Context: an optimization exercise on an open-source flow, tuned for small area. The choices shown serve that exercise and are no tape-out recipe.
In this exercise RTL edits were held to simulation tests only and were not proved equivalent to the original.
The clock port is modelled as an ideal driver, which makes a skipped or thinned clock tree look cheaper than it is; a real chip needs a root buffer or a tree.
No activity file was given, so power comes from the tool's default toggle rates.

v17:
## read_analog
module read_analog (
	input clk,
	input rst_n,
	input dout,
	output cs_n,
	output sclk,
	output din,
	output check,
	output [3:0] an,
	output [6:0] seg
	);
For scale: roughly 200 cells after synthesis, about 53 flip-flops, ~18 I/O pins.
export LEC_CHECK = 0
export CAP_MARGIN = 20
export CORE_MARGIN = 2
export CORE_UTILIZATION = 40
export GPL_TIMING_DRIVEN = 0
export SLEW_MARGIN = 20
create_clock -name core_clock -period 30.0 [get_ports {clk}]
standard.sh (not shown) runs the stock make flow with config.mk's settings and CLKGATE_MAP_FILE= SYNTH_SCRIPT=/design/flow/synth_recipe.tcl, a recipe that flattens the netlist after the stock synthesis.
==> flow/flow/run.sh <==
#!/bin/bash
# Own layout flow: the standard ORFS flow (standard.sh), with
#  - synthesis: synth_recipe.tcl unchanged, except that abc maps the logic
#    with an area-oriented script (area.script) and the adder extraction
#    (half/full adder cells) is left out, so abc maps all the logic;
#  - port buffers: every input and output port still gets its own buffer,
#    a sky130_fd_sc_hd__buf_1;
#  - clock tree: clkbuf_8 buffers only, no dummy loads.
# Each tool's full output stays in orfs/logs; standard.sh's own output goes
# to standard.log in this folder.
set -euo pipefail
W=$PWD
export MY_ABC_SCRIPT=$W/flow/area.script
bash standard.sh \
  SYNTH_SCRIPT=$W/flow/synth.tcl \
  ADDER_MAP_FILE= \
  "BUFFER_PORTS_ARGS=-buffer_cell sky130_fd_sc_hd__buf_1" \
  "CTS_ARGS=-sink_clustering_enable -sink_clustering_size 80 -sink_clustering_max_diameter 500 -buf_list sky130_fd_sc_hd__clkbuf_8 -root_buf sky130_fd_sc_hd__clkbuf_8 -dont_use_dummy_load -repair_clock_nets" \
  finish > $W/standard.log 2>&1
==> flow/flow/area.script <==
&get -n
&deepsyn -T 60
&put
dch
amap
==> flow/flow/synth.tcl <==
# The standard flow's synthesis script (synth_recipe.tcl in the work folder), run as is,
# with abc's mapping script replaced by $MY_ABC_SCRIPT.
proc abc {args} {
  set i [lsearch -exact $args -script]
  if { $i >= 0 } {
    set args [lreplace $args [expr {$i + 1}] [expr {$i + 1}] $::env(MY_ABC_SCRIPT)]
  }
  puts "abc (area script): $args"
  yosys abc {*}$args
}
source [file join [file dirname [file dirname [file normalize [info script]]]] synth_recipe.tcl]
v17 finished end to end and its layout was clean on timing, DRC and antenna.
Setup changes, v17 to v19
--- a/flow/flow/run.sh
+++ b/flow/flow/run.sh
@@ -7,3 +7,5 @@
 #    a sky130_fd_sc_hd__buf_1;
-#  - clock tree: clkbuf_8 buffers only, no dummy loads.
+#  - clock tree: three clkbuf_8, fed by the clk port, each driving a third
+#    of the register clock pins (cts_hook.tcl), instead of TritonCTS's
+#    two-level tree.
 # Each tool's full output stays in orfs/logs; standard.sh's own output goes
@@ -13,2 +15,4 @@
 export MY_ABC_SCRIPT=$W/flow/area.script
+export CLOCK_BUF_CELL=sky130_fd_sc_hd__clkbuf_8
+export CLOCK_BUF_COUNT=3
 bash standard.sh \
@@ -17,3 +21,3 @@
   "BUFFER_PORTS_ARGS=-buffer_cell sky130_fd_sc_hd__buf_1" \
-  "CTS_ARGS=-sink_clustering_enable -sink_clustering_size 80 -sink_clustering_max_diameter 500 -buf_list sky130_fd_sc_hd__clkbuf_8 -root_buf sky130_fd_sc_hd__clkbuf_8 -dont_use_dummy_load -repair_clock_nets" \
+  PRE_CTS_TCL=$W/flow/cts_hook.tcl \
   finish > $W/standard.log 2>&1
==> flow/flow/cts_hook.tcl (new file) <==
# Clock tree: CLOCK_BUF_COUNT clock buffers of type CLOCK_BUF_CELL, fed
# directly by the clk port, each driving the register clock pins of one
# group of sinks (groups split by position), each placed at the centre of
# its group. Sourced by ORFS's cts.tcl before it calls
# clock_tree_synthesis, which it replaces.
rename clock_tree_synthesis my_tritoncts
proc clock_tree_synthesis {args} {
  set block [ord::get_db_block]
  set clknet [$block findNet clk]
  set master [[ord::get_db] findMaster $::env(CLOCK_BUF_CELL)]
  set nbuf $::env(CLOCK_BUF_COUNT)
  set pts {}
  foreach it [$clknet getITerms] {
    set b [[$it getInst] getBBox]
    lappend pts [list [expr {([$b xMin] + [$b xMax]) / 2}] [expr {([$b yMin] + [$b yMax]) / 2}] $it]
  }
  # split into groups: sort along the wider side of the sink region
  set xs [lmap p $pts {lindex $p 0}]
  set ys [lmap p $pts {lindex $p 1}]
  set dx [expr {[tcl::mathfunc::max {*}$xs] - [tcl::mathfunc::min {*}$xs]}]
  set dy [expr {[tcl::mathfunc::max {*}$ys] - [tcl::mathfunc::min {*}$ys]}]
  set key [expr {$dx >= $dy ? 0 : 1}]
  set pts [lsort -integer -index $key $pts]
  set n [llength $pts]
  for {set g 0} {$g < $nbuf} {incr g} {
    set lo [expr {$g * $n / $nbuf}]
    set hi [expr {($g + 1) * $n / $nbuf - 1}]
    set grp [lrange $pts $lo $hi]
    set inst [odb::dbInst_create $block $master clkbuf_${g}_clk]
    set leaf [odb::dbNet_create $block clknet_${g}_clk]
    $leaf setSigType CLOCK
    set sx 0
    set sy 0
    foreach p $grp {
      lassign $p x y it
      set sx [expr {$sx + $x}]
      set sy [expr {$sy + $y}]
      $it disconnect
      $it connect $leaf
    }
    [$inst findITerm A] connect $clknet
    [$inst findITerm X] connect $leaf
    $inst setLocation [expr {$sx / [llength $grp]}] [expr {$sy / [llength $grp]}]
    $inst setPlacementStatus PLACED
    puts "clock buffer $::env(CLOCK_BUF_CELL) $g drives [llength $grp] clock pins"
  }
  set_propagated_clock [all_clocks]
}
[summary]
Between v19 and v17, post-layout utilization of the core is higher for v17, v19 comes in under that. Comparing v17 against v19, there is no change at all in die area. The number of fillers in the final layout reported for v19 is greater than that of v17 by about 0.64%.
Relative to v19, the following input files were edited for v5:
# v19
export LEC_CHECK = 0
export CAP_MARGIN = 20
export CORE_MARGIN = 2
export CORE_UTILIZATION = 40
export GPL_TIMING_DRIVEN = 0
export SLEW_MARGIN = 20
create_clock -name core_clock -period 30.0 [get_ports {clk}]
# v5
export LEC_CHECK = 0
export CAP_MARGIN = 20
export CORE_MARGIN = 2
export CORE_UTILIZATION = 40
export SLEW_MARGIN = 20
create_clock -name core_clock -period 30.0 [get_ports {clk}]
--- a/flow/flow/run.sh
+++ b/flow/flow/run.sh
@@ -6,6 +6,3 @@
 #  - port buffers: every input and output port still gets its own buffer,
-#    a sky130_fd_sc_hd__buf_1;
-#  - clock tree: three clkbuf_8, fed by the clk port, each driving a third
-#    of the register clock pins (cts_hook.tcl), instead of TritonCTS's
-#    two-level tree.
+#    a sky130_fd_sc_hd__buf_1.
 # Each tool's full output stays in orfs/logs; standard.sh's own output goes
@@ -15,4 +12,2 @@
 export MY_ABC_SCRIPT=$W/flow/area.script
-export CLOCK_BUF_CELL=sky130_fd_sc_hd__clkbuf_8
-export CLOCK_BUF_COUNT=3
 bash standard.sh \
@@ -21,3 +16,2 @@
   "BUFFER_PORTS_ARGS=-buffer_cell sky130_fd_sc_hd__buf_1" \
-  PRE_CTS_TCL=$W/flow/cts_hook.tcl \
   finish > $W/standard.log 2>&1
==> flow/flow/area.script <==
&get -n
&st
&dch
&nf -a
&put
removed: flow/flow/cts_hook.tcl
### Flow results
Every run (v19 and v5) finished clean.
v5 falls short of v19 in die area.
Lower worst setup slack was reported by v19, not v5.
From v19 to v5 the numbers moved as follows: area fraction in and, or, nand and nor cells after synthesis now sits higher, actual slew at the worst max-slew pin now sits lower, synthesized cell count now sits higher, switching power now sits higher, post-detailed-route wirelength per cell now sits higher.
Between v19 and v5, the difference in sequential power is negligible.
From v19 to v5 the numbers moved as follows: via count higher; critical path depth lower; global-route total usage across every layer higher.
The clock cells of v19 come from the design's own scripts or RTL, not from TritonCTS.

========
old:
The RTL this note starts from:
==> flow/design.v <==
module counter (
	input clk,
	input rst_n,
	output reg [2:0] p,
	output step,
	output rise
	);
	assign step = &p;
	assign rise = ~p[2] & p[1] & p[0];
	always @(posedge clk or negedge rst_n) begin
		if (!rst_n)
			p <= 3'd0;
		else
			p <= p + 1'b1;
	end
endmodule
module adc108s102_interface (
	input clk,
	input rst_n,
	input dout,
	output din,
	output cs_n,
	output sclk,
	output reg [11:0] data,
	output sample,
	output check
	);
wire [2:0] p;
wire step, rise;
counter timebase (
	.clk(clk),
	.rst_n(rst_n),
	.p(p),
	.step(step),
	.rise(rise)
	);
assign sclk = p[2];
reg [4:0] v;
reg [7:0] u;
reg hold;
wire v_wrap = v[4] & ~v[3];                  
wire v_last = ~v[4] & (&v[3:0]);             
wire u_wrap = &u;                            
wire u_near = (&u[7:5]) & (u[4] | (&u[3:1]));  
assign sample = step & u_wrap;
always @(posedge clk or negedge rst_n) begin
	if (!rst_n) begin
		v <= 5'd30;
		u <= 8'd131;
		hold <= 1'b0;
	end
	else if (step) begin
		v <= v_wrap ? 5'd0 : v + 1'b1;
		u <= (u + 1'b1) | {5'd0, u_wrap, u_wrap, 1'b0};
		if (u_wrap)
			hold <= 1'b0;
		else if (v_last & u_near)
			hold <= 1'b1;
	end
end
assign cs_n = v[4];
assign din = ~((v[4] & v[3]) | (v == 5'd2) | (v == 5'd3) | (v == 5'd4));
wire data_bit = ~v[4] & ((v[3:0] >= 4'd4) & (v[3:0] <= 4'd13));
wire data_first = (v == 5'd4);
wire frame_bit = ~v[4] & ((v[3:0] <= 4'd3) | (v[3:0] >= 4'd14));
function [3:0] adj;
	input [3:0] d;
	begin
		adj[3] = d[3] | (d[2] & (d[1] | d[0]));
		adj[2] = (d[3] & d[0]) | (d[2] & ~d[1] & ~d[0]);
		adj[1] = (d[1] & (~d[2] | d[0])) | (d[3] & ~d[0]);
		adj[0] = (~d[3] & ~d[2] & d[0]) | (d[2] & d[1] & ~d[0]) | (d[3] & ~d[0]);
	end
endfunction
wire [3:0] a_u = adj(data[3:0]);
wire [3:0] a_t = adj(data[7:4]);
always @(posedge clk) begin
	if (rise & data_bit & ~hold) begin
		data[11:8] <= {data[10:8], a_t[3]};
		data[7:0] <= data_first ? {7'd0, dout} : {a_t[2:0], a_u[3], a_u[2:0], dout};
	end
end
reg [2:0] a;
always @(posedge clk or negedge rst_n) begin
	if (!rst_n)
		a <= 3'b000;
	else if (rise & frame_bit)
		a <= dout ? 3'b011 : {a[1:0], a[1] & (a[2] ^ a[0])};
end
assign check = |a;
endmodule
module seg_7_4(
    input clk,
    input rst_n,
    input sample,
    input [11:0] value,
    output [3:0] an_n,
    output reg [6:0] seg
    );
reg [11:0] data;
reg [6:0] dem;
reg [1:0] k;
always @(posedge clk) begin
	if (sample)
		data <= value;
end
wire dem_wrap = ~|dem[5:1];
always @(posedge clk or negedge rst_n) begin
	if (!rst_n) begin
		dem <= 7'b0000011;
		k <= 2'd0;
	end
	else begin
		dem <= {dem[5:0], ~(dem[6] ^ dem[3]) ^ dem_wrap};
		if (dem_wrap)
			k <= k + 1'b1;
	end
end
assign an_n = ~(4'b0001 << k);
reg [3:0] m;
always @* begin
	case (k)
	2'd3: m = {3'b000, data[11] & data[9]};
	2'd2: m = data[11:8];
	2'd1: m = data[7:4];
	default: m = data[3:0];
	endcase
end
always @* begin
	seg[6] = ~((m[3]) | (~m[2] & ~m[0]) | (m[2] & m[0]) | (m[1]));
	seg[5] = ~((~m[2]) | (~m[1] & ~m[0]) | (m[1] & m[0]));
	seg[4] = (~m[3] & ~m[2] & m[1] & ~m[0]);
	seg[3] = (~m[3] & ~m[2] & ~m[1] & m[0]) | (m[2] & ~m[1] & ~m[0]) | (m[2] & m[1] & m[0]);
	seg[2] = (m[2] & ~m[1]) | (m[0]);
	seg[1] = ~((m[3]) | (m[2] & ~m[1]) | (m[2] & ~m[0]) | (~m[1] & ~m[0]));
	seg[0] = (~m[3] & ~m[2] & ~m[1]) | (m[3] & m[1]) | (m[2] & m[1] & m[0]);
end
endmodule
module read_analog (
	input clk,
	input rst_n,
	input dout,
	output cs_n,
	output sclk,
	output din,
	output check,
	output [3:0] an,
	output [6:0] seg
	);
wire [11:0] data;
wire sample;
adc108s102_interface adc108s102_interface (
	.clk(clk),
	.rst_n(rst_n),
	.dout(dout),
	.din(din),
	.cs_n(cs_n),
	.sclk(sclk),
	.data(data),
	.sample(sample),
	.check(check)
	);
seg_7_4 seg_7_4 (
	.clk(clk),
	.rst_n(rst_n),
	.sample(sample),
	.value(data),
	.an_n(an),
	.seg(seg)
	);
endmodule
Settings: LEC_CHECK=0, CAP_MARGIN=0, CORE_MARGIN=2, CORE_UTILIZATION=40, GPL_TIMING_DRIVEN=0, SLEW_MARGIN=0; clock period 30.0 ns.
==> flow/flow/run.sh <==
#!/bin/bash
# Own layout flow: the standard ORFS flow (standard.sh), with
#  - synthesis: synth_recipe.tcl unchanged, except that abc maps the logic
#    with an area-oriented script (area.script) and the adder extraction
#    (half/full adder cells) is left out, so abc maps all the logic;
#  - port buffers: every input and output port still gets its own buffer,
#    a sky130_fd_sc_hd__buf_1;
#  - clock tree: three clkbuf_8, fed by the clk port, each driving a third
#    of the register clock pins (cts_hook.tcl), instead of TritonCTS's
#    two-level tree.
# Each tool's full output stays in orfs/logs; standard.sh's own output goes
# to standard.log in this folder.
set -euo pipefail
W=$PWD
export MY_ABC_SCRIPT=$W/flow/area.script
export CLOCK_BUF_CELL=sky130_fd_sc_hd__clkbuf_8
export CLOCK_BUF_COUNT=3
bash standard.sh \
  SYNTH_SCRIPT=$W/flow/synth.tcl \
  ADDER_MAP_FILE= \
  "BUFFER_PORTS_ARGS=-buffer_cell sky130_fd_sc_hd__buf_1" \
  PRE_CTS_TCL=$W/flow/cts_hook.tcl \
  finish > $W/standard.log 2>&1
Scripts as last shown in full above: flow/flow/synth.tcl
Other scripts of this flow, unchanged in this note and not shown: flow/flow/area.script, flow/flow/cts_hook.tcl
diff inputs: old => new
- swapping 0 for 20 in SLEW_MARGIN
- swapping 0 for 20 in CAP_MARGIN
### Flow results
Area of the multi-input gates (new vs. old) increases by a few percent. Cell depth of the worst setup path, old and new: smaller value in old. In terms of starting density of the core, new and old differ only marginally. Leakage power total was higher in new than in old. The switching part of the total of old and that of new are within noise of each other. There was hardly any difference in average via count per standard cell between old and new. Diff new..old | power after layout | negligible.
In every run of this note, the design's own scripts or RTL, not TritonCTS, make the clock network.

-- static timing again, ports no longer ideal --
How much do the figures lean on ideal ports? The routed layouts below were timed once more, with nothing changed but the port constraints. Step 1 (the two cells are an assumption about what drives the block):
set clk [get_ports {clk}]
set_driving_cell -lib_cell sky130_fd_sc_hd__clkbuf_16 $clk
set_driving_cell -lib_cell sky130_fd_sc_hd__buf_2 [delete_from_list [all_inputs] $clk]
Step 2 moves the port delays by t, midway between the first and last clock arrival at a register: inputs arrive t later, outputs are due t later. That takes back most of the time a late clock gives input paths. Three values: ideal, step 1, step 2; two values: the first two.
run	t, ns	setup WS [ns]	latest minus earliest clock arrival (ns)	worst data-port slew with drivers (ns)
v17	0.312	21.262 / 21.234 / 21.546	0.017 / 0.018	0.03
v19	0.200	21.397 / 21.353 / 21.553	0.006 / 0.006	0.03
v5	0.334	21.725 / 21.697 / 22.031	0.008 / 0.008	0.03
old	0.202	21.752 / 21.707 / 21.909	0.009 / 0.009	0.03
new	0.204	21.630 / 21.584 / 21.788	0.007 / 0.008	0.03
After both steps every run listed still meets setup and hold.
